Background: an optimization exercise with open tools, aiming at small area. Do not read the settings as production practice.
In this exercise RTL edits were held to simulation tests only and were not proved equivalent to the original.
No driver is modelled on the clock port, so clocking that relies on it looks cheaper here than on a real chip.
Power and IR drop assume default switching activity.

==> flow/design.v <==
module colors(sw, c);
  input[7:0] sw;
  output[4:0] c;
  wire lo0 = ~|sw[3:0];
  wire hi0 = ~|sw[7:4];
  wire lo1 = (sw[0] ^ sw[1]) & ~(sw[2] | sw[3]) | (sw[2] ^ sw[3]) & ~(sw[0] | sw[1]);
  wire hi1 = (sw[4] ^ sw[5]) & ~(sw[6] | sw[7]) | (sw[6] ^ sw[7]) & ~(sw[4] | sw[5]);
  wire lo = lo1 & hi0;    
  wire hi = hi1 & lo0;    
  assign c[4] = lo & sw[1] | hi;                     
  assign c[3] = hi & (sw[6] | sw[7]);                
  assign c[2] = lo & sw[2] | hi & ~sw[4];            
  assign c[1] = hi & ~sw[4];                         
  assign c[0] = lo & (sw[1] | sw[3]) | hi & sw[7];   
endmodule
module vga_ctlr(clk, rst, hit, bg, R, G, B, hSync, vSync, hq, hr, vq, vr);
  input clk, rst;
  input hit;           
  input[4:0] bg;       
  output[3:0] R, G, B;
  output hSync, vSync;
  output reg[6:0] hq;
  output reg[3:0] hr;
  output reg[5:0] vq;
  output reg[3:0] vr;
  reg[4:0] c;
  function [6:0] inc7(input [6:0] a);
    integer i; reg cy;
    begin
      cy = 1'b1;
      for (i = 0; i < 7; i = i + 1) begin
        inc7[i] = a[i] ^ cy;
        cy = a[i] & cy;
      end
    end
  endfunction
  wire hr9 = hr[3] & hr[0];
  wire hend = hr9 & hq[6] & (&hq[3:0]);             
  wire vr9 = vr[3] & vr[0];
  wire vend = vq[5] & vq[4] & vq[2] & vr[2];        
  wire[6:0] hq1 = inc7(hq);
  wire[6:0] vq1 = inc7({1'b0, vq});
  wire[6:0] hr1 = inc7({3'b0, hr});
  wire[6:0] vr1 = inc7({3'b0, vr});
  always@(posedge clk) begin
    if(rst) begin
      hr <= 0; hq <= 0; vr <= 0; vq <= 0;
    end else begin
      if(hr9) begin
        hr <= 0;
        hq <= hend ? 7'd0 : hq1;
      end else
        hr <= hr1[3:0];
      if(hend) begin
        if(vend) begin
          vr <= 0; vq <= 0;
        end else if(vr9) begin
          vr <= 0; vq <= vq1[5:0];
        end else
          vr <= vr1[3:0];
      end
    end
  end
  wire hvis = ~hq[6] & ~(&hq[5:0] & hr9) | hend;
  wire vvis = ~(vq[5] & vq[4]) & ~(&vq[3:0] & ~vq[4] & vq[5] & vr9) | ((hq == 7'd52) & (hr == 4'd4));
  always@(posedge clk) begin
    if(rst | ~(hvis & vvis))
      c <= 0;
    else if(hit)
      c <= 5'b1_0_0_0_0;
    else
      c <= bg;
  end
  assign R = {4{c[4]}};
  assign G = {c[3], c[2], c[1], c[3]};
  assign B = {4{c[0]}};
  assign hSync = ~(((hq == 7'd65) & hr9) | ((hq > 7'd65) & (hq < 7'd75)) |
                   ((hq == 7'd75) & (hr <= 4'd5)));
  wire h0 = (hq == 7'd0) & (hr == 4'd0);
  assign vSync = ~((vq == 6'd49) & (h0 ? (vr == 4'd3) : (vr == 4'd2)));
endmodule
module snake_ctlr(start, pause, resume, stop, u, d, l, r, clk, rst, tick,
                  hq, hr, vq, vr, hit);
  input start, pause, resume, stop, u, d, l, r, clk, rst, tick;
  input[6:0] hq;
  input[3:0] hr;
  input[5:0] vq;
  input[3:0] vr;
  output hit;
  localparam[1:0] RT = 2'b00, LF = 2'b01, UP = 2'b10, DN = 2'b11;
  localparam[2:0] M_RUN = 3'd0, M_PAUSED = 3'd1, M_OVER = 3'd2, M_RESTART = 3'd3,
                  M_STOPPED = 3'd4;
  reg[2:0] mode;
  wire stopped = mode[2];
  reg[1:0] frameCtr;
  reg[1:0] dir;
  reg[6:0] hxn;            
  reg[5:0] hyn;            
  reg[1:0] md1, md2, md3, md4;   
  function [6:0] step7(input [6:0] a, input s);
    integer i; reg cy;
    begin
      cy = 1'b1;
      for (i = 0; i < 7; i = i + 1) begin
        step7[i] = a[i] ^ cy;
        cy = cy & (a[i] ^ s);
      end
    end
  endfunction
  function [6:0] add7(input [6:0] a, input [6:0] b);
    integer i; reg cy;
    begin
      cy = 1'b0;
      for (i = 0; i < 7; i = i + 1) begin
        add7[i] = a[i] ^ b[i] ^ cy;
        cy = (a[i] & b[i]) | (a[i] & cy) | (b[i] & cy);
      end
    end
  endfunction
  function [3:0] add4(input [3:0] a, input [3:0] b);
    integer i; reg cy;
    begin
      cy = 1'b0;
      for (i = 0; i < 4; i = i + 1) begin
        add4[i] = a[i] ^ b[i] ^ cy;
        cy = (a[i] & b[i]) | (a[i] & cy) | (b[i] & cy);
      end
    end
  endfunction
  wire out = (~hxn[6] & hxn[0]) | (~hyn[5] & ~hyn[4] & hyn[0]);
  reg[1:0] ndir;
  always@(*) begin
    ndir = dir;
    if(u && (dir != DN)) ndir = UP;
    if(r && (dir != LF)) ndir = RT;
    if(l && (dir != RT)) ndir = LF;
    if(d && (dir != UP)) ndir = DN;
  end
  wire[6:0] hxs = step7(hxn, dir == RT);
  wire[6:0] hys = step7({1'b0, hyn}, dir == DN);
  always@(posedge clk) begin
    if(rst) begin
      frameCtr <= 0;
      mode <= M_STOPPED;
      dir <= RT;
      hxn <= 7'd124; hyn <= 6'd0;
      md1 <= RT; md2 <= RT; md3 <= RT; md4 <= RT;
    end else if(tick) begin
      frameCtr <= {frameCtr[1] ^ frameCtr[0], ~frameCtr[0]};
      case(mode)
        M_PAUSED: if(resume) mode <= M_RUN;
        M_OVER, M_STOPPED: if(start) mode <= M_RESTART;
        M_RESTART: begin
          dir <= RT;
          hxn <= 7'd124; hyn <= 6'd0;
          md1 <= RT; md2 <= RT; md3 <= RT; md4 <= RT;
          mode <= M_RUN;
        end
        default: begin
          if(start) mode <= M_RESTART;
          else if(stop) mode <= M_STOPPED;
          else if(pause) mode <= M_PAUSED;
          else if(out) mode <= M_OVER;
          else begin
            dir <= ndir;
            if(frameCtr == 2'd0) begin
              if(dir[1]) hyn <= hys[5:0];
              else hxn <= hxs;
              md1 <= dir; md2 <= md1; md3 <= md2; md4 <= md3;
            end
          end
        end
      endcase
    end
  end
  function [3:0] ox(input[1:0] m);
    ox = (m == RT) ? 4'hF : (m == LF) ? 4'h1 : 4'h0;
  endfunction
  function [3:0] oy(input[1:0] m);
    oy = (m == DN) ? 4'hF : (m == UP) ? 4'h1 : 4'h0;
  endfunction
  wire[3:0] cx1 = ox(md1), cy1 = oy(md1);
  wire[3:0] cx2 = add4(cx1, ox(md2)), cy2 = add4(cy1, oy(md2));
  wire[3:0] cx3 = add4(cx2, ox(md3)), cy3 = add4(cy2, oy(md3));
  wire[3:0] cx4 = add4(cx3, ox(md4)), cy4 = add4(cy3, oy(md4));
  wire[6:0] dx = add7(hq, hxn);
  wire[6:0] dy = add7({1'b0, vq}, {1'b0, hyn});
  wire near = ((dx[6:3] == 4'h0) | (dx[6:3] == 4'hF)) & ((dy[5:3] == 3'h0) | (dy[5:3] == 3'h7));
  wire on = ((dx[3:0] == 4'h0) & (dy[3:0] == 4'h0)) |
            ((dx[3:0] == cx1) & (dy[3:0] == cy1)) |
            ((dx[3:0] == cx2) & (dy[3:0] == cy2)) |
            ((dx[3:0] == cx3) & (dy[3:0] == cy3)) |
            ((dx[3:0] == cx4) & (dy[3:0] == cy4));
  assign hit = ~stopped & ~hq[6] & ~(vq[5] & vq[4]) & (hr != 4'd0) & (vr != 4'd0) & near & on;
endmodule
module snake_top(clk, rst, tick, start, pause, resume, stop, up, down, left, right,
                 sw, vgaRed, vgaGreen, vgaBlue, Hsync, Vsync);
  input clk, rst, tick;
  input start, pause, resume, stop, up, down, left, right;
  input[7:0] sw;
  output[3:0] vgaRed, vgaGreen, vgaBlue;
  output Hsync, Vsync;
  wire[6:0] hq;
  wire[3:0] hr;
  wire[5:0] vq;
  wire[3:0] vr;
  wire hit;
  wire[4:0] bg;
  vga_ctlr top_vga_ctlr(clk, rst, hit, bg, vgaRed, vgaGreen, vgaBlue, Hsync, Vsync,
                        hq, hr, vq, vr);
  snake_ctlr top_snake_ctlr(start, pause, resume, stop, up, down, left, right,
                            clk, rst, tick, hq, hr, vq, vr, hit);
  colors bg_color(sw, bg);
endmodule
==> flow/flow/run.sh <==
#!/bin/bash
# Own layout flow: the standard flow (standard.sh) with these changes.
#  1. Synthesis maps the logic for area: the abc call of the standard
#     synthesis script runs abc with each of flow/abc_*.script and keeps the
#     smallest netlist (flow/abc_pick.tcl). Everything else in synthesis
#     (registers, flattening, renaming) is the standard script, unchanged.
#  2. Full and half adder cells are not used, so the adder extraction step
#     leaves adders to abc as plain logic.
#  3. Ports are buffered with sky130_fd_sc_hd__buf_1.
#  4. Clock tree options from flow/cts_args, if that file exists, and
#     flow/post_cts.tcl run after clock tree synthesis (shrinks the root
#     clock buffer).
# Each tool's log is in orfs/logs/; this script's own output is in run.log,
# standard.sh's in standard.log.
set -euo pipefail
W=$(pwd)
exec > >(tee -a "$W/run.log") 2>&1
export OWN_FLOW_DIR="$W/flow"

{
  head -1 synth_recipe.tcl
  cat flow/abc_pick.tcl
  tail -n +2 synth_recipe.tcl
} > own_synth.tcl

cat >> config.mk <<EOT
export DONT_USE_CELLS = sky130_fd_sc_hd__fa_1 sky130_fd_sc_hd__fa_2 sky130_fd_sc_hd__fa_4 sky130_fd_sc_hd__ha_1 sky130_fd_sc_hd__ha_2 sky130_fd_sc_hd__ha_4
EOT

export BUFFER_PORTS_ARGS="-buffer_cell sky130_fd_sc_hd__buf_1"
if [[ -f flow/cts_args ]]; then
  export CTS_ARGS="$(cat flow/cts_args)"
fi
if [[ -f flow/post_cts.tcl ]]; then
  export POST_CTS_TCL="$W/flow/post_cts.tcl"
fi

bash standard.sh SYNTH_SCRIPT="$W/own_synth.tcl" finish > standard.log 2>&1
grep "OWN_FLOW" orfs/logs/*/*/*/1_2_yosys.log || true
==> flow/flow/abc_a.script <==
strash
&get -n
&deepsyn -T 20
&put
dch -f
amap
topo
==> flow/flow/abc_b.script <==
strash
&get -n
&deepsyn -T 20
&put
dch
amap
topo
==> flow/flow/abc_c.script <==
strash
&get -n
&deepsyn -T 20
&put
dch -f
amap
topo
strash
dch -f
amap
topo
==> flow/flow/abc_d.script <==
strash
&get -n
&deepsyn -T 20
&dch -f
&nf -a -R 1000
&put
topo
==> flow/flow/abc_f.script <==
strash
&get -n
&deepsyn -T 40
&put
dch
amap
topo
==> flow/flow/abc_h.script <==
strash
dc2
&get -n
&deepsyn -T 20
&put
dch -f
amap
topo
==> flow/flow/abc_pick.tcl <==
# Replaces the abc call of the standard synthesis script: runs abc with each
# of the flow's area scripts on the same netlist and keeps the smallest result.
proc abc {args} {
  set i [lsearch -exact $args -script]
  set lib [lindex $args [expr {[lsearch -exact $args -liberty] + 1}]]
  yosys design -save my_pre_abc
  set best_area 1e18
  set best ""
  foreach s [lsort [glob $::env(OWN_FLOW_DIR)/abc_*.script]] {
    yosys design -load my_pre_abc
    yosys abc {*}[lreplace $args [expr {$i + 1}] [expr {$i + 1}] $s]
    set st [yosys tee -q -s result.string stat -liberty $lib]
    if { [regexp {Chip area for module '[^']*': ([0-9.]+)} $st -> area] } {
      puts "OWN_FLOW abc script [file tail $s]: area $area"
      if { $area < $best_area } { set best_area $area; set best $s }
    }
  }
  puts "OWN_FLOW abc script chosen: [file tail $best] ($best_area)"
  yosys design -load my_pre_abc
  yosys abc {*}[lreplace $args [expr {$i + 1}] [expr {$i + 1}] $best]
}
==> flow/flow/abc_s01.script <==
strash
&get -n
&deepsyn -T 20 -S 1
&put
dch -f
amap
topo
==> flow/flow/abc_s02.script <==
strash
&get -n
&deepsyn -T 20 -S 2
&put
dch -f
amap
topo
==> flow/flow/abc_s03.script <==
strash
&get -n
&deepsyn -T 20 -S 3
&put
dch -f
amap
topo
==> flow/flow/abc_s04.script <==
strash
&get -n
&deepsyn -T 20 -S 4
&put
dch -f
amap
topo
==> flow/flow/abc_s05.script <==
strash
&get -n
&deepsyn -T 20 -S 5
&put
dch -f
amap
topo
==> flow/flow/abc_s06.script <==
strash
&get -n
&deepsyn -T 20 -S 6
&put
dch -f
amap
topo
==> flow/flow/abc_s07.script <==
strash
&get -n
&deepsyn -T 20 -S 7
&put
dch -f
amap
topo
==> flow/flow/abc_s08.script <==
strash
&get -n
&deepsyn -T 20 -S 8
&put
dch -f
amap
topo
==> flow/flow/abc_s09.script <==
strash
&get -n
&deepsyn -T 20 -S 9
&put
dch -f
amap
topo
==> flow/flow/abc_s10.script <==
strash
&get -n
&deepsyn -T 20 -S 10
&put
dch -f
amap
topo
==> flow/flow/abc_s11.script <==
strash
&get -n
&deepsyn -T 20 -S 11
&put
dch -f
amap
topo
==> flow/flow/abc_s12.script <==
strash
&get -n
&deepsyn -T 20 -S 12
&put
dch -f
amap
topo
==> flow/flow/cts_args <==
-sink_clustering_enable -repair_clock_nets -buf_list sky130_fd_sc_hd__clkbuf_8 -dont_use_dummy_load
==> flow/flow/post_cts.tcl <==
# After clock tree synthesis: the root buffer of the clock tree only drives
# the few leaf buffers, so it is made the smallest clock buffer. The leaf
# buffers that drive the registers are left as they are.
foreach inst [[ord::get_db_block] getInsts] {
  if { [[$inst getMaster] getName] eq "sky130_fd_sc_hd__clkbuf_8" && [string match "clkbuf_0_*" [$inst getName]] } {
    puts "post_cts: [$inst getName] -> sky130_fd_sc_hd__clkbuf_1"
    replace_cell [$inst getName] sky130_fd_sc_hd__clkbuf_1
  }
}
estimate_parasitics -placement
==> flow/standard.sh <==
#!/bin/bash
# synth_recipe.tcl (not shown) runs the flow's synth.tcl, then flattens the netlist and writes it again
# the make line also repeats each setting of config.mk as NAME=value (left out here)
make -C /OpenROAD-flow-scripts/flow DESIGN_CONFIG=/design/flow/config.mk WORK_HOME=/design/flow/orfs CLKGATE_MAP_FILE= SYNTH_SCRIPT=/design/flow/synth_recipe.tcl "${@:-finish}"
==> flow/config.mk <==
export PLATFORM = sky130hd
export DESIGN_NAME = snake_top
export DESIGN_NICKNAME = snake_top
export VERILOG_FILES = /design/flow/design.v
export SDC_FILE = /design/flow/constraint.sdc
export NUM_CORES = 4
export LEC_CHECK = 0
export ABC_AREA = 1
export CAP_MARGIN = 20
export CORE_MARGIN = 2
export CORE_UTILIZATION = 40
export CTS_BUF_LIST = sky130_fd_sc_hd__clkbuf_8
export SLEW_MARGIN = 20
export DONT_USE_CELLS = sky130_fd_sc_hd__fa_1 sky130_fd_sc_hd__fa_2 sky130_fd_sc_hd__fa_4 sky130_fd_sc_hd__ha_1 sky130_fd_sc_hd__ha_2 sky130_fd_sc_hd__ha_4
==> flow/constraint.sdc <==
create_clock -name core_clock -period 5.0 [get_ports {clk}]
set_input_delay 1.0000 -clock core_clock [delete_from_list [all_inputs] [get_ports {clk}]]
set_output_delay 1.0000 -clock core_clock [all_outputs]
set_load 0.01 [all_outputs]
==> results.txt, run 1 <==
### Timing
• Max Slew Vio Count: 0
• max_slew headroom: 0.577
• Setup-failing EPs final: 0
• setup repair after global routing missed its margin: no
• Tightest Pin Transition: 0.632 ns
• final worst-path cycle share: 0.812
• final total negative setup slack: 0 ns
• Worst Skew: 0.0235 ns
• final critical-path setup slack: 0.942 ns
• clock period minus worst slack: 4.06 ns
• Hold Fails Final Rpt: 0
• highest achievable clock rate: 0.246 GHz
• Hold Worst Slack: 0.455 ns

### Critical path
• maximum fanout count along the critical path: 5
• minimum setup slack among reg-to-reg paths: 0.94 ns
• cell-by-cell trace of the critical path: clkinv_1 > nor2_1 > nor2_1 > nor2_1 > clkinv_1 > a31oi_1 > nor2_1 > o32ai_1 > a21oi_1 > a21oi_1 > nor2_1 > nor4b_1 > a31oi_1 > a2111o_1 > o211a_1 > nor4_1 > nand2b_1 > or2_0 > o22ai_1
• worst reg2reg path startpoint: top_snake_ctlr.md2[1]$_SDFFE_PP0P_
• crit path from: top_snake_ctlr.md2[1]$_SDFFE_PP0P_
• type of origin of the critical path: register
• arrival time reported for the critical path endpoint: 4.46 ns
• required time worst endpoint: 5.40 ns
• worst stage delay on the critical path: 0.40 ns
• nature of the critical path endpoint: register
• cell repeated most along the worst path: sky130_fd_sc_hd__nor2_1
• cell with the largest stage delay on the worst path: sky130_fd_sc_hd__o32ai_1
• worst r2r dst: top_vga_ctlr.c[0]$_SDFF_PP0_
• Crit Path Category: reg -> reg
• number of cells on the worst reg-to-reg path: 19
• worst setup path end: top_vga_ctlr.c[0]$_SDFF_PP0_

### Global routing
• global routing usage summed across all routing layers: 0.194
• number of antenna violations at the first check in global routing: 0
• wire length of the first global-routing pass: 13.7 mm
• via count of the first global-routing pass: 3,058
• largest net degree at the start of global routing: 18
• GRT Residual Overflow: 0

### Power
• maximum vdd drop: 0.132 mV
• power density of the placed cells: 221 nW/um2
• LEAKAGE: 0.00112 uW

### Detailed routing
• routed via count: 3,266
• WL final: 7.92 mm
• number of design rule violations left after detail routing: 0
• number of design-rule violations left by the first detailed-router iteration: 188
• iteration count of the initial detailed-routing pass: 4
• routed via count divided by cell count: 5.44
• WL/cell: 13.2 um
• Post-DRT Antenna Nets: 0

### Die
• Initial Util: 0.413
• Die Area: 8700 um2
• Chip Height: 93.3 um
• area of the placeable core: 7730 um2
• boundary pin count: 33
• row count: 32
• die width: 93.3 um

### Placement
• routability cong.: 0.849
• worst setup slack before clock tree synthesis: 1.02 ns
• Final HPWL DP: 6.37 mm
• standard cell area after detailed placement: 3390 um2
• port buffer count: 32

### Yosys
• post-synthesis cell type with the largest combined area: sky130_fd_sc_hd__dfxtp_1
• top cells by area, synth: sky130_fd_sc_hd__dfxtp_1 34%, sky130_fd_sc_hd__nor2_1 13%, sky130_fd_sc_hd__clkinv_1 8.2%
• most common cell in the netlist: sky130_fd_sc_hd__nor2_1
• number of warnings printed during yosys synthesis: 2
• number of instances in the synthesized netlist: 467
• Synth async-reset ratio: 0
• number of library cell types mapped by synthesis: 41
• top cell types by occurrence after synthesis: 107 x sky130_fd_sc_hd__nor2_1, 70 x sky130_fd_sc_hd__clkinv_1, 54 x sky130_fd_sc_hd__dfxtp_1, 36 x sky130_fd_sc_hd__o21ai_0, 33 x sky130_fd_sc_hd__a21oi_1
• fraction of synthesized cell area taken by the top area cell type: 0.339
• flip-flop cell with the highest count after synthesis: sky130_fd_sc_hd__dfxtp_1
• number of register bits inferred by synthesis: 54
• synthesized netlist net count: 486
• Mean Syn Cell Area: 6.83 um2
• count of flip-flops with a built-in enable after synthesis: 0
• sequential fraction of the synthesis area: 0.339
• post-synthesis cell area: 3190 um2

### Run status
• result of the run: no timing/DRC/antenna violations

### Cells and area
• total non-filler cell area in the finished layout: 3450 um2
• end-of-flow core utilization: 0.447
• Filler Cell Count: 815
• layout net count: 519
• diodes inserted: 0
• share of cells above drive strength 1: 0.0100
• area growth from synthesis to final layout: 8.20%

### Run
• # Max-Cap Violations: 0

### Worst hold path
• HP Class: reg -> reg

### Clock network
• CTS tree: yes
• clock transition at the registers of the reported paths: 0.10 ns
• clock sink count: 54
• clock latency (worst-skew pair): 0.53 ns

==> sequential cells by signal (all words and copies together), names as in the netlist <==
name and flops:
top_vga_ctlr.hq 7, top_snake_ctlr.dir 2, top_snake_ctlr.md2 2, top_snake_ctlr.mode 3, top_vga_ctlr.vr 4, top_snake_ctlr.hxn 7, top_snake_ctlr.hyn 6, top_snake_ctlr.frameCtr 2
top_vga_ctlr.vq 6, top_vga_ctlr.c 5, top_snake_ctlr.md3 2, top_vga_ctlr.hr 4, top_snake_ctlr.md4 2, top_snake_ctlr.md1 2
==> metrics by stage <==
stage          cells  total power (uW)
6_report         600               762
5_1_grt          600               809
3_5_place_dp     595               568
3_3_place_gp     595               565
2_1_floorplan    467               538
==> cell type report <==
| type | instances | area, um2 | share of cell area |
|---|---|---|---|
| Multi-Input combinational cell | 336 | 1790 | 0.520 |
| Sequential cell | 54 | 1080 | 0.313 |
| Inverter | 70 | 263 | 0.0761 |
| Timing Repair Buffer | 33 | 128 | 0.0370 |
| Tap cell | 102 | 128 | 0.0370 |
| Clock buffer | 5 | 58.8 | 0.0170 |
==> how the worst min path moves through the flow <==
stage	from	slack [ns]	cells past startpoint	endpoint
detailed placement	top_snake_ctlr.frameCtr[1]$_SDFFE_PP0P_	0.43	1	top_snake_ctlr.frameCtr[1]$_SDFFE_PP0P_
floorplan	top_snake_ctlr.frameCtr[1]$_SDFFE_PP0P_	0.41	1	top_snake_ctlr.frameCtr[1]$_SDFFE_PP0P_
global route	top_vga_ctlr.hr[0]$_SDFF_PP0_	0.52	1	top_vga_ctlr.hr[0]$_SDFF_PP0_
global placement	top_snake_ctlr.frameCtr[1]$_SDFFE_PP0P_	0.43	1	top_snake_ctlr.frameCtr[1]$_SDFFE_PP0P_
finish	top_snake_ctlr.frameCtr[1]$_SDFFE_PP0P_	0.45	1	top_snake_ctlr.frameCtr[1]$_SDFFE_PP0P_
==> cells by family after synthesis <==
| group | count (synthesis) | share of synthesized area |
|---|---|---|
| AOI/OAI and AO/OA | 155 | 0.321 |
| DFF | 54 | 0.339 |
| buffers and inverters | 77 | 0.0989 |
| and+or+nand+nor | 181 | 0.241 |
==> layout by cell type (no fill, tap or decap), drive strengths merged, types with 2 or more instances in the layout <==
master,netlist,final
nor2,107,107
clkinv,70,70
dfxtp,54,54
o21ai,36,36
a21oi,33,33
buf,7,33
nand2,24,24
nor3,24,24
a211oi,15,15
o22ai,12,12
a31oi,8,8
nand3,8,8
o21a,7,7
a22oi,6,6
a221oi,6,6
clkbuf,0,5
nor4,4,4
o221ai,4,4
o22a,4,4
nor2b,4,4
a2111oi,3,3
o311ai,3,3
or2,3,3
o221a,3,3
nand4,2,2
o211a,2,2
a32oi,2,2
o32ai,2,2
==> worst max-delay path: cells and delay by family, from the launching register on <==
| family | cells | cell delay (ns) |
|---|---|---|
| AOI/OAI and AO/OA | 8 | 1.71 |
| buffers and inverters | 2 | 0.26 |
| and+or+nand+nor | 9 | 1.59 |
| DFF | 1 | 0.37 |
==> per-layer routing <==
metal / wire length (um) / global-route usage
met5: 0 / 0
met2: 3650 / 0.328
met4: 157 / 0.0613
met3: 263 / 0.0282
met1: 3850 / 0.254
==> power by group <==
group / internal, uW / total, uW / switching, uW
Combinational: 42.4 / 108 / 66.0
Sequential: 440 / 450 / 10.2
Clock: 73.8 / 203 / 130
==> run 2, diff against run 1 <==
--- a/flow/design.v
+++ b/flow/design.v
@@ -2,3 +2,3 @@
   input[7:0] sw;
-  output[4:0] c;
+  output[2:0] c;
   wire lo0 = ~|sw[3:0];
@@ -7,9 +7,6 @@
   wire hi1 = (sw[4] ^ sw[5]) & ~(sw[6] | sw[7]) | (sw[6] ^ sw[7]) & ~(sw[4] | sw[5]);
-  wire lo = lo1 & hi0;    
-  wire hi = hi1 & lo0;    
-  assign c[4] = lo & sw[1] | hi;                     
-  assign c[3] = hi & (sw[6] | sw[7]);                
-  assign c[2] = lo & sw[2] | hi & ~sw[4];            
-  assign c[1] = hi & ~sw[4];                         
-  assign c[0] = lo & (sw[1] | sw[3]) | hi & sw[7];   
+  wire oh = lo1 & hi0 | hi1 & lo0;    
+  assign c[2] = oh & (sw[2] | sw[5] | sw[6] | sw[7]);    
+  assign c[1] = oh & (sw[1] | sw[4] | sw[6] | sw[7]);    
+  assign c[0] = oh & (sw[1] | sw[3] | sw[5] | sw[7]);    
 endmodule
@@ -18,3 +15,3 @@
   input hit;           
-  input[4:0] bg;       
+  input[2:0] bg;       
   output[3:0] R, G, B;
@@ -25,3 +22,3 @@
   output reg[3:0] vr;
-  reg[4:0] c;
+  reg[2:0] c;          
   function [6:0] inc7(input [6:0] a);
@@ -69,3 +66,3 @@
     else if(hit)
-      c <= 5'b1_0_0_0_0;
+      c <= 3'b010;
     else
@@ -73,5 +70,10 @@
   end
-  assign R = {4{c[4]}};
-  assign G = {c[3], c[2], c[1], c[3]};
-  assign B = {4{c[0]}};
+  wire g = c[2], a = c[1], b = c[0];
+  wire r4 = a | (g & b);
+  wire g3 = g & a;
+  wire g1 = g & (a | b);
+  wire b4 = b & (~g | a);
+  assign R = {4{r4}};
+  assign G = {g3, g, g1, g3};
+  assign B = {4{b4}};
   assign hSync = ~(((hq == 7'd65) & hr9) | ((hq > 7'd65) & (hq < 7'd75)) |
@@ -95,3 +97,3 @@
   reg[1:0] frameCtr;
-  reg[1:0] dir;
+  reg[1:0] dir;            
   reg[6:0] hxn;            
@@ -144,3 +146,2 @@
       mode <= M_STOPPED;
-      dir <= RT;
       hxn <= 7'd124; hyn <= 6'd0;
@@ -207,3 +208,3 @@
   wire hit;
-  wire[4:0] bg;
+  wire[2:0] bg;
   vga_ctlr top_vga_ctlr(clk, rst, hit, bg, vgaRed, vgaGreen, vgaBlue, Hsync, Vsync,
==> run 2 against run 1 <==
- final cell count up 2.2%
- setup slack gained 0.47 ns
- synthesized cell count rose by 3.6%
- final area is 0.11% lower
- clock power about the same
- still clean
==> results.txt, run 2 <==
### Run status
• result of the run: no timing/DRC/antenna violations

### Critical path
• worst r2r dst: top_vga_ctlr.c[2]$_SDFF_PP0_
• worst reg2reg path startpoint: top_snake_ctlr.md1[1]$_SDFFE_PP0P_
• minimum setup slack among reg-to-reg paths: 1.51 ns, +0.57 ns
• arrival time reported for the critical path endpoint: 2.59 ns, -1.87 ns
• nature of the critical path endpoint: output pin
• Crit Path Category: reg -> out
• type of origin of the critical path: register
• number of cells on the worst reg-to-reg path: 15, -4
• maximum fanout count along the critical path: 5, unchanged
• required time worst endpoint: 4.00 ns, -1.40 ns

### Yosys
• sequential fraction of the synthesis area: 0.330, -0.00900
• portion of netlist area occupied by mux cells: 0, unchanged
• compound-cell area share of the yosys netlist: 0.277, -0.0443
• most common cell in the netlist: sky130_fd_sc_hd__nor2_1
• top cells by area, synth: sky130_fd_sc_hd__dfxtp_1 31%, sky130_fd_sc_hd__nor2_1 12%, sky130_fd_sc_hd__clkinv_1 9.1%
• synthesized netlist net count: 503, +3.5%
• fraction of synthesized cell area taken by the top area cell type: 0.311, -0.0277
• number of register bits inferred by synthesis: 52, -3.7%
• count of flip-flops with a built-in enable after synthesis: 2, +2
• post-synthesis cell area: 3220 um2, +0.82%
• number of library cell types mapped by synthesis: 37, -9.8%
• number of instances in the synthesized netlist: 484, +3.6%
• post-synthesis cell type with the largest combined area: sky130_fd_sc_hd__dfxtp_1
• Synth async-reset ratio: 0, unchanged
• number of warnings printed during yosys synthesis: 2, unchanged
• xor/xnor share of the synthesized area: 0, unchanged
• dominant combinational cell family by area after synthesis: compound AO/OA/AOI/OAI gates
• Mean Syn Cell Area: 6.64 um2, -2.7%
• Synth Area in Simple Gates: 0.274, +0.0331
• adder and majority cell fraction of the synthesized area: 0, unchanged
• flip-flop cell with the highest count after synthesis: sky130_fd_sc_hd__dfxtp_1
• top cell types by occurrence after synthesis: 101 x sky130_fd_sc_hd__nor2_1, 78 x sky130_fd_sc_hd__clkinv_1, 50 x sky130_fd_sc_hd__dfxtp_1, 41 x sky130_fd_sc_hd__o21ai_0, 38 x sky130_fd_sc_hd__nand2_1

### Cells and area
• most frequent standard cell in the layout excluding fill and tap cells: sky130_fd_sc_hd__nor2_1
• layout net count: 532, +2.5%
• register area: 1060 um2, -1.9%
• end-of-flow core utilization: 0.444, -0.00278
• Filler Cell Count: 869, +6.6%
• area occupied by multi-input gates: 1770 um2, -1.2%
• highest-count cells in the layout ignoring fill and taps: 101 x sky130_fd_sc_hd__nor2_1, 78 x sky130_fd_sc_hd__clkinv_1, 50 x sky130_fd_sc_hd__dfxtp_1, 41 x sky130_fd_sc_hd__o21ai_0, 38 x sky130_fd_sc_hd__nand2_1
• total non-filler cell area in the finished layout: 3450 um2, -0.11%
• Non-Filler Instances: 613, +2.2%
• share of cells above drive strength 1: 0.0117, +0.00170
• biggest registers after layout: top_snake_ctlr.hxn x7, top_vga_ctlr.hq x7
• area growth from synthesis to final layout: 7.20%
• diodes inserted: 0, unchanged

### Detailed routing
• routed via count: 3,378, +3.4%
• routed via count divided by cell count: 5.51, +1.2%
• met2 routed wirelength: 3.91 mm, +7.3%
• number of design-rule violations left by the first detailed-router iteration: 219, +16%
• Top Layer Used: met4
• WL met3: 331 um, +26%
• WL/cell: 13.2 um, +0.15%
• WL final: 8.10 mm, +2.3%
• number of design rule violations left after detail routing: 0, unchanged
• Post-DRT Antenna Nets: 0, unchanged
• met1 layer wirelength in the final routing: 3.78 mm, -1.8%
• iteration count of the initial detailed-routing pass: 5, +1

### Timing
• highest achievable clock rate: 0.279 GHz, +13%
• Max Slew Vio Count: 0, unchanged
• final total negative setup slack: 0 ns, unchanged
• setup repair after global routing missed its margin: no
• final worst-path cycle share: 0.718, -0.0938
• Tightest Pin Transition: 0.570 ns, -0.0623 ns
• max_slew headroom: 0.616, +0.0395
• Setup-failing EPs final: 0, unchanged
• clock period minus worst slack: 3.59 ns, -0.469 ns
• Hold Fails Final Rpt: 0, unchanged
• Worst Skew: 0.0258 ns, +0.00221 ns

### Power
• internal power: 520 uW, -6.5%
• combinational cell fraction of total power: 0.090, -0.052
• fraction of power consumed by the clock network: 0.291, +0.024
• switching power summed over all nets: 172 uW, -16%
• proportion of power drawn by flip-flops and latches: 0.619, +0.029
• power density of the placed cells: 201 nW/um2, -9.1%
• sw frac: 0.249, -0.0211
• LEAKAGE: 0.00107 uW, -4.4%
• maximum vdd drop: 0.107 mV, -19%

### Worst hold path
• worst-case hold path end point: top_vga_ctlr.hr[0]$_SDFF_PP0_
• Min-Delay Startpoint: top_vga_ctlr.hr[0]$_SDFF_PP0_
• HP Class: reg -> reg
• number of cells on the worst hold path: 1, unchanged

### Placement
• Final HPWL DP: 6.61 mm, +3.8%
• routability cong.: 0.893, +5.1%
• standard cell area after detailed placement: 3390 um2, -0.11%
• port buffer count: 32, unchanged
• DP Cell Count: 608, +2.2%

### Die
• Initial Util: 0.414, +0.00126
• Die Area: 8770 um2, +0.78%
• die width: 93.7 um, +0.39%
• boundary pin count: 33, unchanged
• area of the placeable core: 7770 um2, +0.52%
• row count: 32, unchanged
• Chip Height: 93.7 um, +0.39%

### Global routing
• number of antenna violations at the first check in global routing: 0, unchanged
• GRT Residual Overflow: 0, unchanged
• global routing usage summed across all routing layers: 0.194, about the same
• via count of the first global-routing pass: 3,020, -1.2%
• largest net degree at the start of global routing: 17, -1
• wire length of the first global-routing pass: 13.8 mm, +0.71%

### Clock network
• CTS tree: yes
• clock latency (worst-skew pair): 0.53 ns, about the same
• clock sink count: 52, -3.7%
• clock transition at the registers of the reported paths: 0.10 ns, about the same

### Run
• # Max-Cap Violations: 0, unchanged

-- run 2: cell count changes in the layout (fill, tap and decap cells not counted), moves of 5 or more --
| cell | before | now |
|---|---|---|
| sky130_fd_sc_hd__nand2_1 | 24 | 38 |
| sky130_fd_sc_hd__a21oi_1 | 33 | 22 |
| sky130_fd_sc_hd__o22ai_1 | 12 | 21 |
| sky130_fd_sc_hd__clkinv_1 | 70 | 78 |
| sky130_fd_sc_hd__nor3_1 | 24 | 31 |
| sky130_fd_sc_hd__a31oi_1 | 8 | 2 |
| sky130_fd_sc_hd__nor2_1 | 107 | 101 |
| sky130_fd_sc_hd__o21ai_0 | 36 | 41 |
-- run 2: routing by layer --
layer | up-vias | global-route usage
met5 | - | 0
met4 | 0 | 0.0435
met3 | 6 | 0.0281
li1 | 1765 | -
met1 | 1543 | 0.254
met2 | 64 | 0.338
-- run 2: critical path, cell delays in order (launching register included) --
cell	delay, ns
sky130_fd_sc_hd__dfxtp_1	0.37
sky130_fd_sc_hd__clkinv_1	0.14
sky130_fd_sc_hd__nor2_1	0.25
sky130_fd_sc_hd__clkinv_1	0.18
sky130_fd_sc_hd__or4_1	0.48
sky130_fd_sc_hd__nor4_1	0.24
sky130_fd_sc_hd__o221ai_1	0.21
sky130_fd_sc_hd__buf_1	0.19
-- run 2: per-stage QoR --
stage	power (uW)	worst slack, ns	hold slack [ns]
final	692	1.41	0.471
after global routing	724	1.01	0.501
after detailed placement	500	1.30	0.451
after global placement	499	1.45	0.451
after floorplan	478	1.83	0.431
-- run 2: cell families after synthesis --
| logic type | Yosys count |
|---|---|
| AO/OA/AOI/OAI | 139 |
| buffers and inverters | 90 |
| flip-flops | 52 |
| AND/OR/NAND/NOR | 203 |
-- run 2: worst max-delay path by stage --
stage                                                   from                                  to  slack (ns)  depth (start not counted)
final                        top_vga_ctlr.vq[4]$_SDFFE_PP0P_                               Vsync        1.41                          7
after global placement                                 start  top_snake_ctlr.hyn[5]$_SDFFE_PP0P_        1.45                         15
after global routing      top_snake_ctlr.md1[1]$_SDFFE_PP0P_        top_vga_ctlr.c[0]$_SDFF_PP0_        1.01                         15
after floorplan                                        start  top_snake_ctlr.hyn[5]$_SDFFE_PP0P_        1.83                         14
after detailed placement                               start  top_snake_ctlr.hyn[5]$_SDFFE_PP0P_        1.30                         15
-- run 2: power by group through the flow --
stage | clock network, uW | logic (uW) | registers, uW
6_report | 201 | 62.1 | 429
5_1_grt | 224 | 70.4 | 430
3_5_place_dp | 0 | 61.9 | 438
3_3_place_gp | 0 | 61.0 | 438
2_1_floorplan | 0 | 41.4 | 437
-- run 2: area by class of cell --
| class | instances | area share |
|---|---|---|
| multi-input combinational | 342 | 0.514 |
| sequential | 52 | 0.308 |
| inverter | 78 | 0.0849 |
| timing repair buffer | 34 | 0.0392 |
| tap | 102 | 0.0370 |
| clock buffer | 5 | 0.0171 |
==> run 3, diff against run 2 <==
==> flow/flow/abc_e.script (new file) <==
strash
dch -f
amap
topo
==> flow/flow/abc_g.script (new file) <==
strash
&get -n
&deepsyn -T 20
&put
dch -f
map -a
topo
removed: flow/flow/abc_s01.script
removed: flow/flow/abc_s02.script
removed: flow/flow/abc_s03.script
removed: flow/flow/abc_s04.script
removed: flow/flow/abc_s05.script
removed: flow/flow/abc_s06.script
removed: flow/flow/abc_s07.script
removed: flow/flow/abc_s08.script
removed: flow/flow/abc_s09.script
removed: flow/flow/abc_s10.script
removed: flow/flow/abc_s11.script
removed: flow/flow/abc_s12.script
==> run 3 against run 2 <==
- still clean
- setup slack lost 0.20 ns
- register-to-register slack lost 0.30 ns
- critical path depth increased by 12
- die area rose by 0.93%
- fmax decreased by 5.3%
- count of clock-buffer cells in the layout is the same
- clock power about the same
- synthesized cell count increased by 1.7%
- sequential share of layout area shrank 0.28 points
- largest cell class unchanged
- largest power group unchanged
==> results.txt, run 3 <==
### Yosys
• top cells by area, synth: sky130_fd_sc_hd__dfxtp_1 31%, sky130_fd_sc_hd__nor2_1 13%, sky130_fd_sc_hd__clkinv_1 8.0%
• Mean Syn Cell Area: 6.60 um2, -0.67%
• Synth async-reset ratio: 0, unchanged
• flip-flop cell with the highest count after synthesis: sky130_fd_sc_hd__dfxtp_1
• fraction of synthesized cell area taken by the top area cell type: 0.308, -0.00300
• number of register bits inferred by synthesis: 52, unchanged
• sequential fraction of the synthesis area: 0.327, -0.00318
• post-synthesis cell type with the largest combined area: sky130_fd_sc_hd__dfxtp_1
• post-synthesis cell area: 3250 um2, +0.97%
• number of library cell types mapped by synthesis: 40, +8.1%
• top cell types by occurrence after synthesis: 116 x sky130_fd_sc_hd__nor2_1, 69 x sky130_fd_sc_hd__clkinv_1, 50 x sky130_fd_sc_hd__dfxtp_1, 39 x sky130_fd_sc_hd__o21ai_0, 38 x sky130_fd_sc_hd__nand2_1
• most common cell in the netlist: sky130_fd_sc_hd__nor2_1
• number of warnings printed during yosys synthesis: 2, unchanged
• count of flip-flops with a built-in enable after synthesis: 2, unchanged
• synthesized netlist net count: 511, +1.6%
• number of instances in the synthesized netlist: 492, +1.7%

### Critical path
• worst r2r dst: top_vga_ctlr.c[0]$_SDFF_PP0_
• type of origin of the critical path: register
• count of buffer and inverter cells on the critical path: 3, unchanged
• nature of the critical path endpoint: register
• arrival time reported for the critical path endpoint: 4.20 ns, +1.61 ns
• number of cells on the worst reg-to-reg path: 19, +4
• worst reg2reg path startpoint: top_snake_ctlr.md1[1]$_SDFFE_PP0P_
• minimum setup slack among reg-to-reg paths: 1.21 ns, -0.30 ns
• delay-heaviest family, CP: compound AO/OA/AOI/OAI gates
• worst stage delay on the critical path: 0.46 ns, -0.02 ns
• cell-by-cell trace of the critical path: clkinv_1 > nor2_1 > or3_1 > o21ai_0 > nor3_1 > a221oi_1 > clkinv_1 > o22ai_1 > nor2_1 > clkinv_1 > o21ai_0 > a2111oi_0 > o221ai_1 > o21a_1 > nor2b_1 > nor2_1 > nand3b_1 > nand2_1 > a21oi_1
• Crit Path Category: reg -> reg
• required time worst endpoint: 5.41 ns, +1.41 ns
• maximum fanout count along the critical path: 8, +3
• cell with the largest stage delay on the worst path: sky130_fd_sc_hd__a221oi_1

### Power
• Power Total: 686 uW, -0.92%
• power density of the placed cells: 197 nW/um2, -1.8%
• LEAKAGE: 0.00110 uW, +2.7%
• maximum vdd drop: 0.119 mV, +10%

### Timing
• Setup-failing EPs final: 0, unchanged
• Tightest Pin Transition: 0.594 ns, +0.0241 ns
• Hold Fails Final Rpt: 0, unchanged
• final worst-path cycle share: 0.758, +0.0400
• clock period minus worst slack: 3.79 ns, +0.200 ns
• highest achievable clock rate: 0.264 GHz, -5.3%
• final total negative setup slack: 0 ns, unchanged
• Max Slew Vio Count: 0, unchanged
• final critical-path setup slack: 1.21 ns, -0.200 ns
• Hold Worst Slack: 0.474 ns, +0.00386 ns
• setup repair after global routing missed its margin: no
• max_slew headroom: 0.594, -0.0223
• Worst Skew: 0.0282 ns, +0.00249 ns

### Die
• boundary pin count: 33, unchanged
• Initial Util: 0.416, +0.00188
• Chip Height: 94.1 um, +0.46%
• row count: 32, unchanged
• die width: 94.1 um, +0.46%
• area of the placeable core: 7810 um2, +0.52%
• Die Area: 8850 um2, +0.93%

### Cells and area
• diodes inserted: 0, unchanged
• share of cells above drive strength 1: 0.0116, -0.000181
• Filler Cell Count: 826, -4.9%
• register area: 1060 um2, unchanged
• end-of-flow core utilization: 0.446, +0.00173
• biggest registers after layout: top_snake_ctlr.hxn x7, top_vga_ctlr.hq x7
• most frequent standard cell in the layout excluding fill and tap cells: sky130_fd_sc_hd__nor2_1
• highest-count cells in the layout ignoring fill and taps: 116 x sky130_fd_sc_hd__nor2_1, 69 x sky130_fd_sc_hd__clkinv_1, 50 x sky130_fd_sc_hd__dfxtp_1, 39 x sky130_fd_sc_hd__o21ai_0, 38 x sky130_fd_sc_hd__nand2_1
• layout net count: 540, +1.5%
• area growth from synthesis to final layout: 7.13%, about the same
• area occupied by multi-input gates: 1840 um2, +3.7%

### Detailed routing
• WL/cell: 13.4 um, +1.5%
• routed via count: 3,426, +1.4%
• Post-DRT Antenna Nets: 0, unchanged
• iteration count of the initial detailed-routing pass: 5, unchanged
• number of design-rule violations left by the first detailed-router iteration: 154, -30%
• WL final: 8.33 mm, +2.8%
• number of design rule violations left after detail routing: 0, unchanged
• routed via count divided by cell count: 5.52, +0.11%

### Run
• # Max-Cap Violations: 0, unchanged

### Worst hold path
• HP Class: reg -> reg
• Min-Delay Startpoint: top_snake_ctlr.frameCtr[1]$_SDFFE_PP0P_
• worst-case hold path end point: top_snake_ctlr.frameCtr[1]$_SDFFE_PP0P_
• number of cells on the worst hold path: 1, unchanged

### Global routing
• met3 routing resource usage after global routing: 0.0289, +0.000803
• met1 usage: 0.267, +0.0128
• met2 usage: 0.311, -0.0268
• Most Used Layer, Global Route: met2
• global routing usage summed across all routing layers: 0.191, -0.00286
• largest net degree at the start of global routing: 17, unchanged
• number of antenna violations at the first check in global routing: 0, unchanged
• wire length of the first global-routing pass: 13.6 mm, -2.0%
• via count of the first global-routing pass: 2,956, -2.1%
• GRT Residual Overflow: 0, unchanged

### Run status
• result of the run: no timing/DRC/antenna violations

### Clock network
• clock latency (worst-skew pair): 0.52 ns, about the same
• CTS tree: yes
• clock sink count: 52, unchanged
• clock transition at the registers of the reported paths: 0.10 ns, about the same

### Placement
• Final HPWL DP: 6.66 mm, +0.71%
• worst setup slack before clock tree synthesis: 1.01 ns, -0.298 ns
• routability cong.: 0.912, +2.2%
• port buffer count: 32, unchanged

-- run 3: per-stage QoR --
step           std cells  area (um2)
5_1_grt              621        3480
2_1_floorplan        492        3250
3_3_place_gp         616        3420
6_report             621        3480
3_5_place_dp         616        3420
-- run 3: metal layers --
metal | wire length (um) | up-vias | part of all wire
li1 | - | 1798 | -
met1 | 4060 | 1522 | 0.49
met2 | 3780 | 100 | 0.45
met3 | 421 | 6 | 0.051
met4 | 68 | 0 | 0.0082
met5 | 0 | - | 0
-- run 3: power by group --
group,internal [uW],switching (uW),leakage (uW)
combinational,22.1,35.1,0.000651
sequential,423,6.04,0.000422
clock,73.8,126,0.0000299
-- run 3: how the worst max path moves through the flow --
stage	endpoint	depth (start not counted)	from
2_1_floorplan	top_snake_ctlr.hxn[6]$_SDFFE_PP1P_	17	stop
3_3_place_gp	top_snake_ctlr.hxn[6]$_SDFFE_PP1P_	18	stop
3_5_place_dp	top_snake_ctlr.hxn[6]$_SDFFE_PP1P_	18	stop
5_1_grt	top_vga_ctlr.c[2]$_SDFF_PP0_	19	top_snake_ctlr.md1[1]$_SDFFE_PP0P_
6_report	top_vga_ctlr.c[0]$_SDFF_PP0_	19	top_snake_ctlr.md1[1]$_SDFFE_PP0P_
-- run 3: final cells by class --
cell class | count | area share
Clock buffer | 5 | 0.0169
Inverter | 69 | 0.0745
Multi-Input combinational cell | 359 | 0.528
Sequential cell | 52 | 0.305
Tap cell | 102 | 0.0367
Timing Repair Buffer | 34 | 0.0388
-- run 3: worst reg2reg max path, stage by stage (launching register included) --
cell                        delay, ns
sky130_fd_sc_hd__dfxtp_1         0.37
sky130_fd_sc_hd__clkinv_1        0.16
sky130_fd_sc_hd__nor2_1          0.09
sky130_fd_sc_hd__or3_1           0.38
sky130_fd_sc_hd__o21ai_0         0.22
sky130_fd_sc_hd__nor3_1          0.07
sky130_fd_sc_hd__a221oi_1        0.46
sky130_fd_sc_hd__clkinv_1        0.18
sky130_fd_sc_hd__o22ai_1         0.25
sky130_fd_sc_hd__nor2_1          0.10
sky130_fd_sc_hd__clkinv_1        0.06
sky130_fd_sc_hd__o21ai_0         0.08
sky130_fd_sc_hd__a2111oi_0       0.39
sky130_fd_sc_hd__o221ai_1        0.21
sky130_fd_sc_hd__o21a_1          0.20
sky130_fd_sc_hd__nor2b_1         0.10
sky130_fd_sc_hd__nor2_1          0.06
sky130_fd_sc_hd__nand3b_1        0.18
sky130_fd_sc_hd__nand2_1         0.11
sky130_fd_sc_hd__a21oi_1         0.04
-- run 3: cell families (layout without fill, tap and decap cells) --
group,count (synthesis),in the layout,share of synthesized area
AOI/OAI and AO/OA,142,142,0.279
DFF,52,52,0.327
buffers and inverters,81,108,0.108
and+or+nand+nor,217,217,0.287
==> run 4, diff against run 3 <==
--- a/flow/flow/run.sh
+++ b/flow/flow/run.sh
@@ -3,4 +3,4 @@
 #  1. Synthesis maps the logic for area: the abc call of the standard
-#     synthesis script runs abc with each of flow/abc_*.script and keeps the
-#     smallest netlist (flow/abc_pick.tcl). Everything else in synthesis
+#     synthesis script runs abc with each of flow/abc_*.script and 30 seeds
+#     of a deepsyn script, and keeps the smallest netlist (flow/abc_pick.tcl). Everything else in synthesis
 #     (registers, flattening, renaming) is the standard script, unchanged.
@@ -17,3 +17,10 @@
 exec > >(tee -a "$W/run.log") 2>&1
-export OWN_FLOW_DIR="$W/flow"
+export OWN_FLOW_DIR="$W/abc_scripts"
+
+# abc scripts to try: the fixed ones in flow/, and deepsyn with seeds 1..30
+mkdir -p abc_scripts
+cp flow/abc_*.script abc_scripts/
+for s in $(seq 1 30); do
+  printf 'strash\n&get -n\n&deepsyn -T 20 -S %d\n&put\ndch -f\namap\ntopo\n' $s > abc_scripts/abc_s$(printf %02d $s).script
+done
 
removed: flow/flow/abc_e.script
removed: flow/flow/abc_g.script
==> run 4 against run 3 <==
- first-iteration DRC count up 14%
- synthesized cell count shrank 4.5%
- global-route usage is 0.076 points higher
- non-clock buffer count unchanged
- sequential power about the same
- sequential cell count did not move
- count of clock-buffer cells in the layout did not move
- critical endpoint is now top_vga_ctlr.c[2]$_SDFF_PP0_
- utilization fell by 0.15 points
- critical path type unchanged
==> results.txt, run 4 <==
### Timing
• Hold Worst Slack: 0.476 ns, +0.00166 ns
• setup repair after global routing missed its margin: no
• final worst-path cycle share: 0.741, -0.0170
• final total negative setup slack: 0 ns, unchanged
• max_slew headroom: 0.453, -0.141
• Max Slew Vio Count: 0, unchanged
• highest achievable clock rate: 0.270 GHz, +2.3%
• Hold Fails Final Rpt: 0, unchanged
• Worst Skew: 0.0191 ns, -0.00916 ns
• Tightest Pin Transition: 0.810 ns, +0.216 ns
• Setup-failing EPs final: 0, unchanged
• clock period minus worst slack: 3.70 ns, -0.0849 ns

### Die
• row count: 32, unchanged
• boundary pin count: 33, unchanged
• die width: 93.4 um, -0.70%
• area of the placeable core: 7730 um2, -1.0%
• Chip Height: 93.4 um, -0.70%
• Initial Util: 0.414, -0.00184
• Die Area: 8730 um2, -1.4%

### Yosys
• post-synthesis cell area: 3200 um2, -1.5%
• top cell types by occurrence after synthesis: 101 x sky130_fd_sc_hd__nor2_1, 64 x sky130_fd_sc_hd__clkinv_1, 50 x sky130_fd_sc_hd__dfxtp_1, 40 x sky130_fd_sc_hd__o21ai_0, 34 x sky130_fd_sc_hd__nand2_1
• number of library cell types mapped by synthesis: 39, -2.5%
• sequential fraction of the synthesis area: 0.332, +0.00486
• fraction of synthesized cell area taken by the top area cell type: 0.313, +0.00458
• dominant combinational cell family by area after synthesis: compound AO/OA/AOI/OAI gates
• most common cell in the netlist: sky130_fd_sc_hd__nor2_1
• synthesized netlist net count: 489, -4.3%
• compound-cell area share of the yosys netlist: 0.316, +0.0370
• adder and majority cell fraction of the synthesized area: 0, unchanged
• number of instances in the synthesized netlist: 470, -4.5%
• top cells by area, synth: sky130_fd_sc_hd__dfxtp_1 31%, sky130_fd_sc_hd__nor2_1 12%, sky130_fd_sc_hd__clkinv_1 7.5%
• flip-flop cell with the highest count after synthesis: sky130_fd_sc_hd__dfxtp_1
• post-synthesis cell type with the largest combined area: sky130_fd_sc_hd__dfxtp_1
• portion of netlist area occupied by mux cells: 0, unchanged
• number of warnings printed during yosys synthesis: 2, unchanged
• count of flip-flops with a built-in enable after synthesis: 2, unchanged
• Mean Syn Cell Area: 6.81 um2, +3.1%
• Synth async-reset ratio: 0, unchanged
• number of register bits inferred by synthesis: 52, unchanged
• xor/xnor share of the synthesized area: 0, unchanged
• Synth Area in Simple Gates: 0.250, -0.0376

### Critical path
• type of origin of the critical path: register
• worst reg2reg path startpoint: top_snake_ctlr.hyn[1]$_SDFFE_PP0P_
• maximum fanout count along the critical path: 6, -2
• worst r2r dst: top_vga_ctlr.c[2]$_SDFF_PP0_
• number of cells on the worst reg-to-reg path: 17, -2
• required time worst endpoint: 5.40 ns, about the same
• arrival time reported for the critical path endpoint: 4.11 ns, -0.09 ns
• nature of the critical path endpoint: register
• Crit Path Category: reg -> reg
• minimum setup slack among reg-to-reg paths: 1.30 ns, +0.08 ns

### Cells and area
• Non-Filler Instances: 599, -3.5%
• diodes inserted: 0, unchanged
• Filler Cell Count: 811, -1.8%
• most frequent standard cell in the layout excluding fill and tap cells: sky130_fd_sc_hd__nor2_1
• area growth from synthesis to final layout: 7.24%, about the same
• highest-count cells in the layout ignoring fill and taps: 101 x sky130_fd_sc_hd__nor2_1, 64 x sky130_fd_sc_hd__clkinv_1, 50 x sky130_fd_sc_hd__dfxtp_1, 40 x sky130_fd_sc_hd__o21ai_0, 34 x sky130_fd_sc_hd__nand2_1
• layout net count: 518, -4.1%
• total non-filler cell area in the finished layout: 3430 um2, -1.4%
• share of cells above drive strength 1: 0.0121, +0.000512
• biggest registers after layout: top_snake_ctlr.hxn x7, top_vga_ctlr.hq x7

### Run status
• result of the run: no timing/DRC/antenna violations

### Global routing
• GRT Residual Overflow: 0, unchanged
• number of antenna violations at the first check in global routing: 0, unchanged
• global routing usage summed across all routing layers: 0.192, +0.000758
• largest net degree at the start of global routing: 17, unchanged
• via count of the first global-routing pass: 3,061, +3.6%
• wire length of the first global-routing pass: 13.6 mm, about the same

### Power
• Power Total: 702 uW, +2.4%
• LEAKAGE: 0.00110 uW, -0.62%
• maximum vdd drop: 0.149 mV, +26%
• power density of the placed cells: 205 nW/um2, +3.8%

### Placement
• port buffer count: 32, unchanged
• standard cell area after detailed placement: 3370 um2, -1.4%
• Final HPWL DP: 6.34 mm, -4.8%
• routability cong.: 0.863, -5.4%
• DP Cell Count: 594, -3.6%

### Detailed routing
• WL final: 8.08 mm, -3.0%
• Post-DRT Antenna Nets: 0, unchanged
• routed via count divided by cell count: 5.56, +0.86%
• WL/cell: 13.5 um, +0.60%
• number of design rule violations left after detail routing: 0, unchanged
• routed via count: 3,333, -2.7%
• iteration count of the initial detailed-routing pass: 5, unchanged
• number of design-rule violations left by the first detailed-router iteration: 175, +14%

### Clock network
• clock sink count: 52, unchanged
• CTS tree: yes
• clock transition at the registers of the reported paths: 0.09 ns, about the same
• clock latency (worst-skew pair): 0.53 ns, about the same

### Worst hold path
• Min-Delay Startpoint: top_snake_ctlr.frameCtr[1]$_SDFFE_PP0P_
• worst-case hold path end point: top_snake_ctlr.frameCtr[1]$_SDFFE_PP0P_
• number of cells on the worst hold path: 1, unchanged
• HP Class: reg -> reg

### Run
• # Max-Cap Violations: 0, unchanged

[run 4: how the worst max path moves through the flow]
stage / start / to / slack [ns] / cells past startpoint
floorplan: top_snake_ctlr.hyn[1]$_SDFFE_PP0P_ / top_vga_ctlr.c[0]$_SDFF_PP0_ / 1.98 / 17
global placement: top_vga_ctlr.vq[1]$_SDFFE_PP0P_ / top_vga_ctlr.c[0]$_SDFF_PP0_ / 1.38 / 17
detailed placement: top_snake_ctlr.hyn[1]$_SDFFE_PP0P_ / top_vga_ctlr.c[2]$_SDFF_PP0_ / 1.36 / 17
global route: top_snake_ctlr.hyn[1]$_SDFFE_PP0P_ / top_vga_ctlr.c[2]$_SDFF_PP0_ / 0.73 / 17
finish: top_snake_ctlr.hyn[1]$_SDFFE_PP0P_ / top_vga_ctlr.c[2]$_SDFF_PP0_ / 1.30 / 17
[run 4: layout make-up]
type                       instances  area, um2  share of cell area
timing repair buffer              34        135              0.0394
multi-input combinational        342       1810               0.527
sequential                        52       1060               0.309
tap                              102        128              0.0372
inverter                          64        240              0.0700
clock buffer                       5       58.8              0.0171
[run 4: worst max-delay path, cell delays in order, from the launching register on]
cell and delay [ns]:
sky130_fd_sc_hd__dfxtp_1 0.41, sky130_fd_sc_hd__clkinv_1 0.15, sky130_fd_sc_hd__a22oi_1 0.30, sky130_fd_sc_hd__a22oi_1 0.13, sky130_fd_sc_hd__o21ai_0 0.24, sky130_fd_sc_hd__clkinv_1 0.22, sky130_fd_sc_hd__nor2_1 0.14, sky130_fd_sc_hd__a21oi_1 0.07
sky130_fd_sc_hd__or2_0 0.27, sky130_fd_sc_hd__nor4_1 0.25, sky130_fd_sc_hd__a31oi_1 0.08, sky130_fd_sc_hd__a211oi_1 0.20, sky130_fd_sc_hd__a31oi_1 0.08, sky130_fd_sc_hd__nor3_1 0.15, sky130_fd_sc_hd__nor2_1 0.07, sky130_fd_sc_hd__a2111oi_0 0.52
sky130_fd_sc_hd__nor2_1 0.16, sky130_fd_sc_hd__o41a_1 0.15
[run 4: routing by layer]
metal / track usage / share of wire
met1: 0.240 / 0.47
met2: 0.344 / 0.48
met3: 0.0322 / 0.038
met4: 0.0429 / 0.0061
met5: 0 / 0
[run 4: cells by family (layout without fill, tap and decap cells)]
logic type	count (synthesis)	in the layout
compound gates	155	155
flops	52	52
simple gates	187	187
buf+inv	76	103
[run 4: through the flow]
stage               setup WS (ns)  utilization
detailed placement           1.36        0.436
finish                       1.30        0.444
global placement             1.38        0.436
global route                0.733        0.444
floorplan                    1.98            -
[run 4: report_power, final]
group	total (uW)	switching [uW]	internal (uW)
clock	200	127	73.8
combinational	70.0	43.4	26.5
sequential	432	7.90	424
==> run 5, diff against run 4 <==
--- a/flow/design.v
+++ b/flow/design.v
@@ -97,3 +97,3 @@
   reg[1:0] frameCtr;
-  reg[1:0] dir;            
+  reg[1:0] dir;
   reg[6:0] hxn;            
@@ -146,2 +146,3 @@
       mode <= M_STOPPED;
+      dir <= RT;
       hxn <= 7'd124; hyn <= 6'd0;
@@ -189,7 +190,8 @@
   wire near = ((dx[6:3] == 4'h0) | (dx[6:3] == 4'hF)) & ((dy[5:3] == 3'h0) | (dy[5:3] == 3'h7));
-  wire on = ((dx[3:0] == 4'h0) & (dy[3:0] == 4'h0)) |
-            ((dx[3:0] == cx1) & (dy[3:0] == cy1)) |
-            ((dx[3:0] == cx2) & (dy[3:0] == cy2)) |
-            ((dx[3:0] == cx3) & (dy[3:0] == cy3)) |
-            ((dx[3:0] == cx4) & (dy[3:0] == cy4));
+  wire odd = dx[0] ^ dy[0];
+  wire on = odd ? (((dx[3:0] == cx1) & (dy[3:1] == cy1[3:1])) |
+                   ((dx[3:0] == cx3) & (dy[3:1] == cy3[3:1])))
+                : (((dx[3:0] == 4'h0) & (dy[3:1] == 3'h0)) |
+                   ((dx[3:0] == cx2) & (dy[3:1] == cy2[3:1])) |
+                   ((dx[3:0] == cx4) & (dy[3:1] == cy4[3:1])));
   assign hit = ~stopped & ~hq[6] & ~(vq[5] & vq[4]) & (hr != 4'd0) & (vr != 4'd0) & near & on;
==> run 5 against run 4 <==
- highest routed layer unchanged
- synthesized area rose by 0.27%
- clock skew down 0.0068 ns
- utilization shrank 0.21 points
- critical path depth fell by 2
- sequential power shrank 2%
==> results.txt, run 5 <==
### Timing
• Setup-failing EPs final: 0, unchanged
• highest achievable clock rate: 0.262 GHz, -2.9%
• Hold Fails Final Rpt: 0, unchanged
• Hold Worst Slack: 0.446 ns, -0.0301 ns
• final critical-path setup slack: 1.18 ns, -0.111 ns
• Max Slew Vio Count: 0, unchanged
• final total negative setup slack: 0 ns, unchanged
• Worst Skew: 0.0123 ns, -0.00675 ns
• setup repair after global routing missed its margin: no
• max_slew headroom: 0.497, +0.0437
• Tightest Pin Transition: 0.747 ns, -0.0628 ns
• final worst-path cycle share: 0.763, +0.0222
• clock period minus worst slack: 3.82 ns, +0.111 ns

### Die
• Die Area: 8750 um2, +0.26%
• Chip Height: 93.6 um, +0.13%
• Initial Util: 0.413, -0.00101
• die width: 93.6 um, +0.13%
• row count: 32, unchanged
• boundary pin count: 33, unchanged
• area of the placeable core: 7770 um2, +0.52%

### Cells and area
• register area: 1040 um2, -1.9%
• area growth from synthesis to final layout: 6.98%
• layout net count: 520, +0.39%
• diodes inserted: 0, unchanged
• Filler Cell Count: 848, +4.6%
• end-of-flow core utilization: 0.442, -0.00213
• share of cells above drive strength 1: 0.0100, -0.00205
• biggest registers after layout: top_snake_ctlr.hxn x7, top_vga_ctlr.hq x7
• highest-count cells in the layout ignoring fill and taps: 83 x sky130_fd_sc_hd__clkinv_1, 77 x sky130_fd_sc_hd__nor2_1, 52 x sky130_fd_sc_hd__dfxtp_1, 42 x sky130_fd_sc_hd__nand2_1, 36 x sky130_fd_sc_hd__o21ai_0
• area occupied by multi-input gates: 1770 um2, -2.4%
• most frequent standard cell in the layout excluding fill and tap cells: sky130_fd_sc_hd__clkinv_1

### Critical path
• worst stage delay on the critical path: 0.55 ns, +0.03 ns
• required time worst endpoint: 5.41 ns, about the same
• number of cells on the worst reg-to-reg path: 15, -2
• nature of the critical path endpoint: register
• worst reg2reg path startpoint: top_snake_ctlr.md1[1]$_SDFFE_PP0P_
• cell-by-cell trace of the critical path: clkinv_1 > o21ai_0 > clkinv_1 > nor3_1 > a31oi_1 > o21ai_0 > clkinv_1 > o22ai_1 > nor2b_1 > o32ai_1 > a311oi_1 > a31oi_1 > a2111oi_0 > or3_1 > a21oi_1
• minimum setup slack among reg-to-reg paths: 1.18 ns, -0.11 ns
• maximum fanout count along the critical path: 7, +1
• worst r2r dst: top_vga_ctlr.c[2]$_SDFF_PP0_
• crit path from: top_snake_ctlr.md1[1]$_SDFFE_PP0P_
• cell with the largest stage delay on the worst path: sky130_fd_sc_hd__a2111oi_0
• cell repeated most along the worst path: sky130_fd_sc_hd__clkinv_1
• Crit Path Category: reg -> reg
• arrival time reported for the critical path endpoint: 4.22 ns, +0.11 ns
• type of origin of the critical path: register

### Detailed routing
• Post-DRT Antenna Nets: 0, unchanged
• number of design rule violations left after detail routing: 0, unchanged
• number of design-rule violations left by the first detailed-router iteration: 182, +4.0%
• routed via count divided by cell count: 5.49, -1.4%
• iteration count of the initial detailed-routing pass: 6, +1
• routed via count: 3,297, -1.1%
• WL/cell: 12.9 um, -4.6%
• WL final: 7.73 mm, -4.3%

### Global routing
• wire length of the first global-routing pass: 13.2 mm, -2.4%
• largest net degree at the start of global routing: 17, unchanged
• via count of the first global-routing pass: 2,987, -2.4%
• global routing usage summed across all routing layers: 0.186, -0.00614
• number of antenna violations at the first check in global routing: 0, unchanged
• GRT Residual Overflow: 0, unchanged

### Placement
• port buffer count: 32, unchanged
• worst setup slack before clock tree synthesis: 1.24 ns, -0.119 ns
• Final HPWL DP: 6.16 mm, -2.9%
• routability cong.: 0.899, +4.1%

### Yosys
• synthesized netlist net count: 492, +0.61%
• most common cell in the netlist: sky130_fd_sc_hd__clkinv_1
• count of flip-flops with a built-in enable after synthesis: 0, -2
• post-synthesis cell type with the largest combined area: sky130_fd_sc_hd__dfxtp_1
• fraction of synthesized cell area taken by the top area cell type: 0.324, +0.0116
• Mean Syn Cell Area: 6.78 um2, -0.36%
• sequential fraction of the synthesis area: 0.324, -0.00715
• post-synthesis cell area: 3210 um2, +0.27%
• number of instances in the synthesized netlist: 473, +0.64%
• number of warnings printed during yosys synthesis: 2, unchanged
• number of register bits inferred by synthesis: 52, unchanged
• top cell types by occurrence after synthesis: 83 x sky130_fd_sc_hd__clkinv_1, 77 x sky130_fd_sc_hd__nor2_1, 52 x sky130_fd_sc_hd__dfxtp_1, 42 x sky130_fd_sc_hd__nand2_1, 36 x sky130_fd_sc_hd__o21ai_0
• top cells by area, synth: sky130_fd_sc_hd__dfxtp_1 32%, sky130_fd_sc_hd__clkinv_1 9.7%, sky130_fd_sc_hd__nor2_1 9.0%
• Synth async-reset ratio: 0, unchanged
• number of library cell types mapped by synthesis: 38, -2.6%
• flip-flop cell with the highest count after synthesis: sky130_fd_sc_hd__dfxtp_1

### Run
• # Max-Cap Violations: 0, unchanged

### Clock network
• clock transition at the registers of the reported paths: 0.09 ns, about the same
• CTS tree: yes
• clock latency (worst-skew pair): 0.53 ns, about the same
• clock sink count: 52, unchanged

### Power
• power density of the placed cells: 202 nW/um2, -1.2%
• sw frac: 0.252, -0.00127
• fraction of power consumed by the clock network: 0.289, +0.004
• LEAKAGE: 0.00108 uW, -1.5%
• internal power: 519 uW, -1.0%
• maximum vdd drop: 0.0910 mV, -39%
• combinational cell fraction of total power: 0.099, about the same
• switching power summed over all nets: 175 uW, -1.7%
• proportion of power drawn by flip-flops and latches: 0.613, -0.002

### Worst hold path
• worst-case hold path end point: top_snake_ctlr.frameCtr[1]$_SDFFE_PP0P_
• Min-Delay Startpoint: top_snake_ctlr.frameCtr[1]$_SDFFE_PP0P_
• number of cells on the worst hold path: 1, unchanged
• HP Class: reg -> reg

### Run status
• result of the run: no timing/DRC/antenna violations

-- run 5: area by class of cell --
class,instances,share of cell area
clock buffers,5,0.0171
inverters,83,0.0908
multi-input cells,326,0.514
flip-flops and latches,52,0.303
well taps,102,0.0372
repair buffers,33,0.0372
-- run 5: logic make-up (layout without fill, tap and decap cells) --
kind of cell / count (synthesis) / count (layout) / share of synthesized area
flip-flops: 52 / 52 / 0.324
AND/OR/NAND/NOR: 172 / 172 / 0.231
AO/OA/AOI/OAI: 154 / 154 / 0.319
buffers and inverters: 95 / 121 / 0.125
-- run 5: worst max-delay path by stage --
stage                                        end  slack, ns  cells after the start
finish              top_vga_ctlr.c[2]$_SDFF_PP0_       1.18                     15
global route        top_vga_ctlr.c[2]$_SDFF_PP0_       0.66                     15
detailed placement  top_vga_ctlr.c[2]$_SDFF_PP0_       1.24                     15
global placement    top_vga_ctlr.c[0]$_SDFF_PP0_       1.45                     15
floorplan           top_vga_ctlr.c[0]$_SDFF_PP0_       1.82                     15
-- run 5: critical path: cells and delay by family (launching register included) --
family	cells	cell delay, ns
buf+inv	3	0.58
flops	1	0.40
compound gates	9	2.06
simple gates	3	0.68
-- run 5: stage by stage --
step / instances / cell area (um2) / total power, uW
2_1_floorplan: 473 / 3210 / 481
3_3_place_gp: 596 / 3370 / 502
3_5_place_dp: 596 / 3370 / 502
5_1_grt: 601 / 3430 / 731
6_report: 601 / 3430 / 694
-- run 5: power by group through the flow --
stage	logic [uW]	registers, uW	clock network (uW)
finish	68.5	425	200
global route	78.5	426	226
detailed placement	67.4	435	0
global placement	67.1	435	0
floorplan	47.8	433	0
-- run 5: metal layers --
metal	share of wire	GRT usage	up-vias
met4	0.013	0.0495	0
met3	0.037	0.0250	10
met2	0.45	0.313	69
met5	0	0	-
met1	0.50	0.250	1458
li1	-	-	1760

[re-timing with driven ports]
In the flow no input, the clock included, has a driving cell. The finished layouts below were timed again as built, in two steps.
Step 1 sets driving cells, clkbuf_16 on the clock port and buf_2 on the other inputs (assumed; they add their load-dependent delay and slew).
Step 2 times the ports against the registers' clock, not the clock port: input delays grow and output delays shrink by t, the midpoint of the rising clock arrivals with the driver on.
Three values: ideal, step 1, step 2; two values: the first two.
run	t, ns	setup WS [ns]	latest minus earliest clock arrival (ns)	worst data-port slew with drivers (ns)
run 1	0.544	0.942 / 0.942 / 0.942	0.024 / 0.023	0.03
run 2	0.548	1.411 / 1.382 / 1.313	0.026 / 0.025	0.05
run 3	0.530	1.211 / 1.211 / 1.003	0.029 / 0.029	0.04
run 4	0.550	1.296 / 1.296 / 1.296	0.019 / 0.019	0.03
run 5	0.546	1.185 / 1.185 / 1.185	0.013 / 0.013	0.03
After both steps every run listed still meets setup and hold. For run 3, which loses most, drivers alone change the setup slack by 0.000 ns; drivers and shift together by -0.208 ns.
